What follows belongs to an exercise in optimizing a design on an open flow for small area, a short achievable clock period and few clock cycles; a production flow would make more cautious choices. In this exercise RTL edits were held to simulation tests only and were not proved equivalent to the original. Power is estimated from default activity; no workload was simulated.

==> design.v <==
`default_nettype none
module processor( input         clk, reset,
                  output [31:0] PC,
                  input  [31:0] instruction,
                  output        WE,
                  output [31:0] address_to_mem,
                  output [31:0] data_to_mem,
                  input  [31:0] data_from_mem
                );
    wire branchBlt,branchBeq,branchJal,branchJalr,regWrite,memToReg, ALUSrc;
    wire [2:0] ALUControl;
    wire [2:0] ImmControl;
    wire [31:0] res;  
    wire [31:0] rs1; 
    wire [31:0] immOp;
    wire zero;
    wire aSmaller;
    wire [31:0] srcB;
    wire [31:0] constFour = 4;
    wire [31:0] PCn;
    wire [31:0] PCPlus4;
    wire [31:0] sum2Out;
    wire [31:0] branchTarget;
    wire [31:0] mux5Out;
    wire branchJalx;
    wire branchOutcome;
    controlUnit cUnit (instruction,branchBlt,branchBeq,branchJal,branchJalr,regWrite,memToReg,WE,ALUControl,ALUSrc, ImmControl);
    soubor3Port reg3(instruction [19:15],instruction [24:20], instruction [11:7], 
                   clk, regWrite, 
                   res, 
                   rs1,data_to_mem);
    immDecode iDecode (instruction[31:7], ImmControl, immOp);
    alu32Bit alu(rs1, srcB, 
                ALUControl, 
                address_to_mem, 
                zero,
                aSmaller
               );
    branchJalxCirc branchJalxC (branchJal, branchJalr, branchJalx);
    branchOutcomeCirc branchOutcomeC (branchBlt, zero, aSmaller, branchBeq, branchJalx, branchOutcome);           
    multiplexor mux1 (PCPlus4,branchTarget,branchOutcome,PCn);          
    pcRegistr pcReg (clk,reset, PCn,  PC);
    multiplexor mux2 (data_to_mem,immOp,ALUSrc, srcB);
    multiplexor mux3 (sum2Out, address_to_mem, branchJalr, branchTarget);
    multiplexor mux4 (mux5Out,data_from_mem,memToReg, res);
    multiplexor mux5 (address_to_mem,PCPlus4, branchJalx, mux5Out);
    adder sum1 (constFour,PC,PCPlus4);
    adder sum2 (immOp, PC, sum2Out);
endmodule
module alu32Bit(  input [31:0] SrcA , SrcB, 
                  input [2:0] ALUControl, 
                  output reg [31:0] ALUResult, 
                  output reg Zero,
                  output reg aSmaller
               );
    always@(*) begin 
        ALUResult = 0;
        if (ALUControl == 0) ALUResult = SrcA + SrcB;
        if (ALUControl== 1) ALUResult = SrcA - SrcB;
        if (ALUControl== 2) ALUResult = SrcA & SrcB;
        if (ALUControl== 3) ALUResult = $unsigned(SrcA) >> SrcB;
        if (ALUControl== 4) begin
            ALUResult[31:24] = SrcA[31:24] + SrcB[31:24];
            ALUResult[23:16] = SrcA[23:16] + SrcB[23:16];
            ALUResult[15:8] = SrcA[15:8] + SrcB[15:8];
            ALUResult[7:0] = SrcA[7:0] + SrcB[7:0];
        end
        if (ALUControl== 5) begin
            ALUResult[31:24] = (SrcA[31:24] + SrcB[31:24])/2;
            ALUResult[23:16] = (SrcA[23:16] + SrcB[23:16])/2;
            ALUResult[15:8] = (SrcA[15:8] + SrcB[15:8])/2;
            ALUResult[7:0] = (SrcA[7:0] + SrcB[7:0])/2;
        end
        if (ALUResult == 0) Zero =1;
        else Zero = 0;
        if ($signed(SrcA) < $signed(SrcB)) aSmaller = 1;
        else aSmaller = 0;
    end
endmodule
module soubor3Port(input [4:0] A1 , A2, A3, 
                   input clk, WE3,
                   input [31:0] WD3, 
                   output reg [31:0] rd1,rd2
                  );
    reg [31:0] rf[31:1];
    always@(*) begin 
        if (A1 != 0 ) rd1 = rf[A1] ;
        else rd1 = 0;
        if (A2 != 0 ) rd2 = rf[A2];
        else rd2 = 0;
    end
    always@(posedge clk) begin 
        if (WE3 == 1 && A3 != 0) rf[A3] = WD3;
    end
endmodule
module pcRegistr (input clk, reset,
                  input [31:0] PCn, 
                  output reg [31:0] PC
                 );
    always@(posedge clk or posedge reset) begin 
        if (reset) PC <= 0;
        else PC <= PCn;
    end
endmodule
module controlUnit(input [31:0] instruction,
                   output reg branchBlt,
                   output reg branchBeq,
                   output reg branchJal,
                   output reg branchJalr,
                   output reg regWrite,
                   output reg memToReg,
                   output reg memWrite,
                   output reg [2:0] ALUControl,
                   output reg ALUSrc,
                   output reg [2:0] ImmControl  
                  );
    always@(*) begin 
        branchBeq <= 0;
        branchBlt <= 0;
        branchJal <= 0;
        branchJalr <= 0;
        regWrite <= 0;
        memToReg <= 0;
        memWrite <= 0;
        ALUControl <= 0;
        ALUSrc <= 0;
        ImmControl <= 0;
        if (instruction[6:0] == 7'b0110011) begin  
            branchBeq <= 0;
            branchBlt <= 0;
            branchJal <= 0;
            branchJalr <= 0;
            regWrite <= 1;
            memToReg <= 0;
            memWrite <= 0;
            ALUSrc <= 0;
            ImmControl <= 0;  
            if (instruction[31:25] == 7'b0000000 && instruction[14:12] == 3'b000) ALUControl <= 0;
            if (instruction[31:25] == 7'b0000000 && instruction[14:12] == 3'b111) ALUControl <= 2;
            if (instruction[31:25] == 7'b0100000 && instruction[14:12] == 3'b000) ALUControl <= 1;
            if (instruction[31:25] == 7'b0000000 && instruction[14:12] == 3'b101) ALUControl <= 3;
        end
        if (instruction[6:0] == 7'b0010011) begin  
            branchBeq <= 0;
            branchBlt <= 0;
            branchJal <= 0;
            branchJalr <= 0;
            regWrite <= 1;
            memToReg <= 0;
            memWrite <= 0;
            ALUControl <= 0;
            ALUSrc <= 1;
            ImmControl <= 1;
        end
        if (instruction[6:0] == 7'b1100011) begin  
            branchJal <= 0;
            branchJalr <= 0;
            regWrite <= 0;
            memToReg <= 0; 
            memWrite <= 0;
            ALUControl <= 1;
            ALUSrc <= 0;
            ImmControl <=3;
            if (instruction[14:12] == 3'b000) begin
                branchBeq <= 1;
                branchBlt <= 0;
            end
            if (instruction[14:12] == 3'b100) begin
                branchBeq <= 0;
                branchBlt <= 1;
            end
        end
        if (instruction[6:0] == 7'b0000011) begin  
             branchBeq <= 0;
            branchBlt <= 0;
            branchJal <= 0;
            branchJalr <= 0;
            regWrite <= 1;
            memToReg <= 1;
            memWrite <= 0;
            ALUControl <= 0;
            ALUSrc <= 1;
            ImmControl <= 1;
        end
        if (instruction[6:0] == 7'b0100011) begin  
            branchBeq <= 0;
            branchBlt <= 0;
            branchJal <= 0;
            branchJalr <= 0;
            regWrite <= 0;
            memToReg <= 1;
            memWrite <= 1;
            ALUControl <= 0;
            ALUSrc <= 1;
            ImmControl <= 2; 
        end
        if (instruction[6:0] == 7'b1101111) begin  
            branchBeq <= 0;
            branchBlt <= 0;
            branchJal <= 1;
            branchJalr <= 0;
            regWrite <= 1;
            memToReg <= 0;
            memWrite <= 0;
            ALUControl <= 0; 
            ALUSrc <= 0; 
            ImmControl <= 5; 
        end
        if (instruction[6:0] == 7'b1100111) begin  
            branchBeq <= 0;
            branchBlt <= 0;
            branchJal <= 0;
            branchJalr <= 1;
            regWrite <= 1;
            memToReg <= 0;
            memWrite <= 0;
            ALUControl <= 0;
            ALUSrc <= 1;
            ImmControl <= 1; 
        end
        if (instruction[6:0] == 7'b0001011) begin  
            branchBeq <= 0;
            branchBlt <= 0;
            branchJal <= 0;
            branchJalr <= 0;
            regWrite <= 1;
            memToReg <= 0;
            memWrite <= 0;
            ALUSrc <= 0;
            ImmControl <= 0; 
            if (instruction[31:25] == 7'b0000000 && instruction[14:12] == 3'b000) ALUControl <= 4;
            if (instruction[31:25] == 7'b0000000 && instruction[14:12] == 3'b001) ALUControl <= 5;
        end
    end
endmodule
module immDecode (input [24:0] immInstruction, 
                  input [2:0] immControl,
                  output reg[31:0] immOp);
    always@(*) begin 
        immOp = 0;
        if (immControl == 0) begin
            immOp = 0;
        end
        if (immControl == 1) begin
            immOp = 0;
            immOp[11:0] = immInstruction[24:13];
        end
        if (immControl == 2) begin
            immOp = 0;
            immOp[11:5] = immInstruction[24:18];
            immOp[4:0] = immInstruction[4:0];
        end
        if (immControl == 3) begin
            immOp = 0;
            immOp[12] = immInstruction[24];
            immOp[10:5] = immInstruction[23:18];
            immOp[4:1] = immInstruction[4:1];
            immOp[11] = immInstruction[0];
        end
        if (immControl == 4) begin
            immOp = 0;
            immOp[19:0] = immInstruction[24:5];
        end
        if (immControl == 5) begin
            immOp = 0;
            immOp[20] = immInstruction[24];
            immOp[10:1] = immInstruction[23:14];
            immOp[11] = immInstruction[13];
            immOp[19:12] = immInstruction[12:5];
        end
    end
endmodule
module multiplexor (input [31:0] in0, in1, 
             input select,
             output reg [31:0] out
            );
    always@(*) begin
        if (select == 1) out = in1;
        else out = in0;
    end
endmodule
module adder (input [31:0] in0, in1,
              output [31:0] out);
    assign out = in0 + in1;
endmodule
module branchJalxCirc (input branchJal, branchJalr,
              output branchJalx);
    assign branchJalx = branchJal | branchJalr;
endmodule
module branchOutcomeCirc (input branchBlt, ALUzero, ALUaSmaller, branchBeq, branchJalx,
                          output branchOutcome);
    assign branchOutcome = (branchBlt & ALUaSmaller) | ((branchBeq & ALUzero)| branchJalx);
endmodule
`default_nettype wire
==> run.sh <==
#!/bin/bash
# synth_recipe.tcl (not shown) runs the flow's synth.tcl, then flattens the netlist and writes it again
# the make line also repeats each setting of config.mk as NAME=value (left out here)
make -C /OpenROAD-flow-scripts/flow DESIGN_CONFIG=/design/flow/config.mk WORK_HOME=/design/flow/orfs CLKGATE_MAP_FILE= SYNTH_SCRIPT=/design/flow/synth_recipe.tcl finish
==> config.mk <==
export PLATFORM = sky130hd
export DESIGN_NAME = processor
export DESIGN_NICKNAME = processor
export VERILOG_FILES = /design/flow/design.v
export SDC_FILE = /design/flow/constraint.sdc
export NUM_CORES = 4
export LEC_CHECK = 0
export CAP_MARGIN = 20
export CORE_MARGIN = 2
export CORE_UTILIZATION = 40
export SETUP_SLACK_MARGIN = 0.2
export SLEW_MARGIN = 20
==> constraint.sdc <==
create_clock -name core_clock -period 11.0 [get_ports {clk}]
set_input_delay 2.2000 -clock core_clock [delete_from_list [all_inputs] [get_ports {clk}]]
set_output_delay 2.2000 -clock core_clock [all_outputs]
set_load 0.01 [all_outputs]
==> metrics.md <==
| Metric | Value |
|---|---|
| Status | finished clean |
| Largest net degree at the start of global routing | 65 |
| Worst setup SP type | input pin |
| Power share of the sequential group | 40.9% |
| Initial DRT Pass Iterations | 6 |
| Internal power | 8.18 mW |
| Vias in the first global route | 41827 |
| Synth top area share | 51.8% |
| Max Freq | 94.2 MHz |
| Global Route Usage Sum | 31.1% |
| GPL Wtd Cong | 0.987 |
| Worst skew pair latency | 0.76 ns |
| First-pass GRT wire length | 322000 µm |
| Tmin final | 10.62 ns |
| Final number of setup-violating endpoints | 0 |
| Clk buf depth | 3 |
| Syn_nets | 4318 |
| Detail Placement HPWL | 155000 µm |
| Fillers | 12541 |
| Core area | 143000 µm² |
| Relative slew slack | 8.81% |
| Cell Chain, Critical Path | buf_6 > buf_4 > buf_4 > nand3b_1 > o221a_2 > a22oi_1 > o211ai_1 > nor2_1 > inv_1 > ha_1 > buf_4 > nor2b_1 > a21oi_1 > a21oi_1 > nor4_1 > o21ai_0 > buf_4 > nand3_1 > a21oi_1 > a2111oi_0 > buf_4 > xnor2_1 > o21ai_1 > clkdlybuf4s50_1 |
| TritonCTS clock tree | yes |
| CP top delay family | compound AO/OA/AOI/OAI gates |
| Slew Viols, Final | 0 |
| # rows | 139 |
| Max-cap violation count | 0 |
| Layout cells sized above 1 | 24.2% |
| Critical Path Fanout Max | 21 |
| XOR/XNOR Fraction of Synth Area | 1.42% |
| Largest family of logic cells by synthesized area | multiplexers |
| Slew @ Worst Pin | 1.36 ns |
| Via/cell ratio | 6.69 |
| CTS Buf Count | 108 |
| Cells after Synth | 4160 |
| Num Clock Sinks | 1024 |
| Adder and majority gate portion of the synthesized area | 2.08% |
| Total net switching power | 4.03 mW |
| Area growth syn-to-layout | 16.6% |
| Avg Cell Area, Syn | 13.8 µm² |
| CTS clk-pin slew, worst paths | 0.07 ns |
| Ant diodes | 0 |
| DRC viols | 0 |
| Critical Path Stages | 24 |
| Final Total Pwr | 12.2 mW |
| EDFF count, synth | 992 |
| Drt total wl | 233000 µm |
| Seq/Total Area, Yosys | 53.2% |
| Nets | 4675 |
| Top_reg_cell synth | edfxtp_1 |
| Hold Path Stages | 2 |
| RSZ-0062 raised after global routing | no |
| Initial drt markers | 6440 |
| Pwr/cell area | 182 nW/µm² |
| Synth top area cells | edfxtp_1 52%, mux4_2 15%, mux2i_1 5.0%, ha_1 1.9%, nor2_1 1.8% |
| Worst vdd ir | 0.141 mV |
| Simple-Gate Fraction of Synth Area | 7.72% |
| Final period util | 96.5% |
| WP data arrival | 8.42 ns |
| CP max stage delay | 0.60 ns |
| Worst path slowest cell | clkdlybuf4s50_1 |
| WP buf/inv | 8 |
| CP dominant cell by count | buf_4 |
| IO Pins | 163 |
| Ys async rst share | 3.13% |
| Clock Power Share | 29.8% |
| Die Width | 383 µm |
| Number of I/O port buffers | 162 |
| Clock Root Buffer | clkbuf_16 |
| DR vias | 43577 |
| Cell taking the most area after synthesis | edfxtp_1 |
| Switch share | 33.0% |
| Mux contribution to synthesized area | 20.8% |
| Comb pwr share | 29.3% |
| Count leader, synth | edfxtp_1 |
| Area fraction in compound gates after synthesis | 11.2% |
| Clock skew | 0.0544 ns |
| Critical path class | in2out |
| Setup TNS | 0 ns |
| Post-synth top cells | 992 x edfxtp_1, 372 x mux4_2, 285 x mux2i_1 |
| DR WL/cell | 35.7 µm |
| Starting Density | 40.2% |
| Min-delay worst type | reg2reg |
| Synth Cell Area | 57500 µm² |
| Antenna violations before repair | 5 |
| Worst setup EP type | output pin |
| Die Span Y | 383 µm |
| Synth Warn # | 6 |
| Synthesized flop and latch total | 1024 |
| Final hold violation count | 0 |
| Synth cell types | 107 |
| R2R cell count | 32 |
| WP data required | 8.80 ns |
| DIE AREA | 147000 µm² |
| H-tree levels | 3 |
| Leakage | 23.0 nW |
| Final ANT Viol Nets | 0 |
| Global route overflow | 0 |
## routing by layer
| metal | routed length [µm] | share of wire [%] | up-vias | global-route usage (%) |
|---|---|---|---|---|
| met5 | 40 | 0.017 | - | 0 |
| met4 | 14800 | 6.4 | 6 | 17.3 |
| met3 | 27900 | 12 | 649 | 6.90 |
| met2 | 104000 | 45 | 3199 | 47.8 |
| met1 | 85700 | 37 | 22175 | 40.9 |
| li1 | - | - | 17548 | - |
## stage by stage
| step | instances | area (µm²) | setup slack, ns | utilization [%] | hold slack [ns] |
|---|---|---|---|---|---|
| after global routing | 6512 | 67100 | 0.236 | 46.9 | 0.662 |
| after global placement | 6308 | 63500 | 0.327 | 44.4 | 0.587 |
| after CTS | 6511 | 67000 | 0.230 | 46.8 | 0.617 |
| final | 6512 | 67100 | 0.381 | 46.9 | 0.633 |
| after floorplan | 4160 | 57500 | 1.27 | - | 0.551 |
| after detailed placement | 6309 | 63500 | 0.280 | 44.4 | 0.604 |
## cell families (layout without fill, tap and decap cells)
| kind of cell | Yosys count | count (layout) |
|---|---|---|
| fa+ha+maj | 92 | 92 |
| compound gates | 931 | 931 |
| simple gates | 909 | 909 |
| buf+inv | 402 | 851 |
| mux | 709 | 709 |
| xor+xnor | 93 | 93 |
| flops | 1024 | 1024 |
## power groups by stage
stage	Sequential (mW)	Clock [mW]	Combinational, mW
detailed placement	5.07	0	3.49
global route	4.99	3.81	3.75
finish	4.99	3.64	3.58
floorplan	5.09	0	1.73
global placement	5.07	0	3.46
CTS	4.99	3.66	3.50
## worst register-to-register path: cells and delay by family, from the launching register on
| family | cells | cell delay [ns] |
|---|---|---|
| buf+inv | 9 | 1.74 |
| mux | 2 | 0.54 |
| simple gates | 5 | 0.62 |
| flops | 1 | 0.39 |
| compound gates | 14 | 3.56 |
| fa+ha+maj | 1 | 0.22 |
| xor+xnor | 1 | 0.14 |
## cell type report
class | instances | area [µm²] | area share, %
well taps | 1903 | 2380 | 3.55
clock buffers | 126 | 2790 | 4.16
flip-flops and latches | 1024 | 30600 | 45.6
clock inverters | 76 | 701 | 1.04
repair buffers | 551 | 4880 | 7.27
inverters | 98 | 374 | 0.557
multi-input cells | 2734 | 25400 | 37.8
## path summary, 6_finish.rpt
path,from,end,slack [ns]
min reg2reg,pcReg.PC[0]$_DFFE_PP0P_,pcReg.PC[0]$_DFFE_PP0P_,0.63
min in group asynchronous,reset,pcReg.PC[28]$_DFF_PP0_,1.85
max in group asynchronous,reset,pcReg.PC[9]$_DFF_PP0_,8.80
max,instruction[21],address_to_mem[25],0.38
max reg2reg,reg3.rf[3][2]$_DFFE_PP_,pcReg.PC[10]$_DFF_PP0_,3.68
min,pcReg.PC[0]$_DFFE_PP0P_,pcReg.PC[0]$_DFFE_PP0P_,0.63
## what timing repair did
action                                  4_1_cts  5_1_grt
hold buffers                                  0        0
setup buffers                                 0        1
endpoints found under the setup margin        0       12
resized for setup                             0       11
## state kept, by name, summed over array words and instances, names as in the netlist
register	flops
reg3.rf	992
pcReg.PC	32
## placed cells by master (no fill, tap or decap), types with 29 or more instances in the layout
cell type          n
o22ai_1           54
mux4_2           372
nor2_1           242
a22oi_1           49
ha_1              86
a31oi_1           29
a21o_1            35
mux2i_1          284
xor2_1            32
dfrtp_1           32
nand2b_1          33
clkdlybuf4s50_1  152
nand4_1           29
nand3_1           71
mux2_2            40
clkbuf_16        109
a211oi_1         103
xnor2_1           61
and2_1            30
a22o_1            36
edfxtp_1         992
and3_1            29
nand2_1          222
nor3_1            56
inv_1             92
a21oi_1          169
nor2_4            34
o21ai_0          126
o211ai_1          31
buf_4            364
Testbench counts, summed over its fixed seeds: cycles 44,715.

==> re-timing with driven ports <==
The results above use ideal ports. As a check the final layout listed here was re-extracted and re-timed, cells and wires unchanged.
Step 1 (the two cells are an assumption about what drives the block):
set clk [get_ports {clk}]
set_driving_cell -lib_cell sky130_fd_sc_hd__clkbuf_16 $clk
set_driving_cell -lib_cell sky130_fd_sc_hd__buf_2 [delete_from_list [all_inputs] $clk]
Step 2 times the ports against the registers' clock, not the clock port: input delays grow and output delays shrink by t, the midpoint of the rising clock arrivals with the driver on.
Three values: ideal, step 1, step 2; two values: the first two.
shift t [ns]: 0.822
setup WS [ns]: 0.381 / 0.338 / 0.338
hold WS [ns]: 0.633 / 0.633 / 0.633
slew at the worst register clock pin (ns): 0.07 / 0.07
worst slew at a driven data input, ns: 0.13
After both steps setup and hold are still met in this run. The setup slack of this run moves by -0.043 ns with the drivers and by -0.043 ns with both steps.
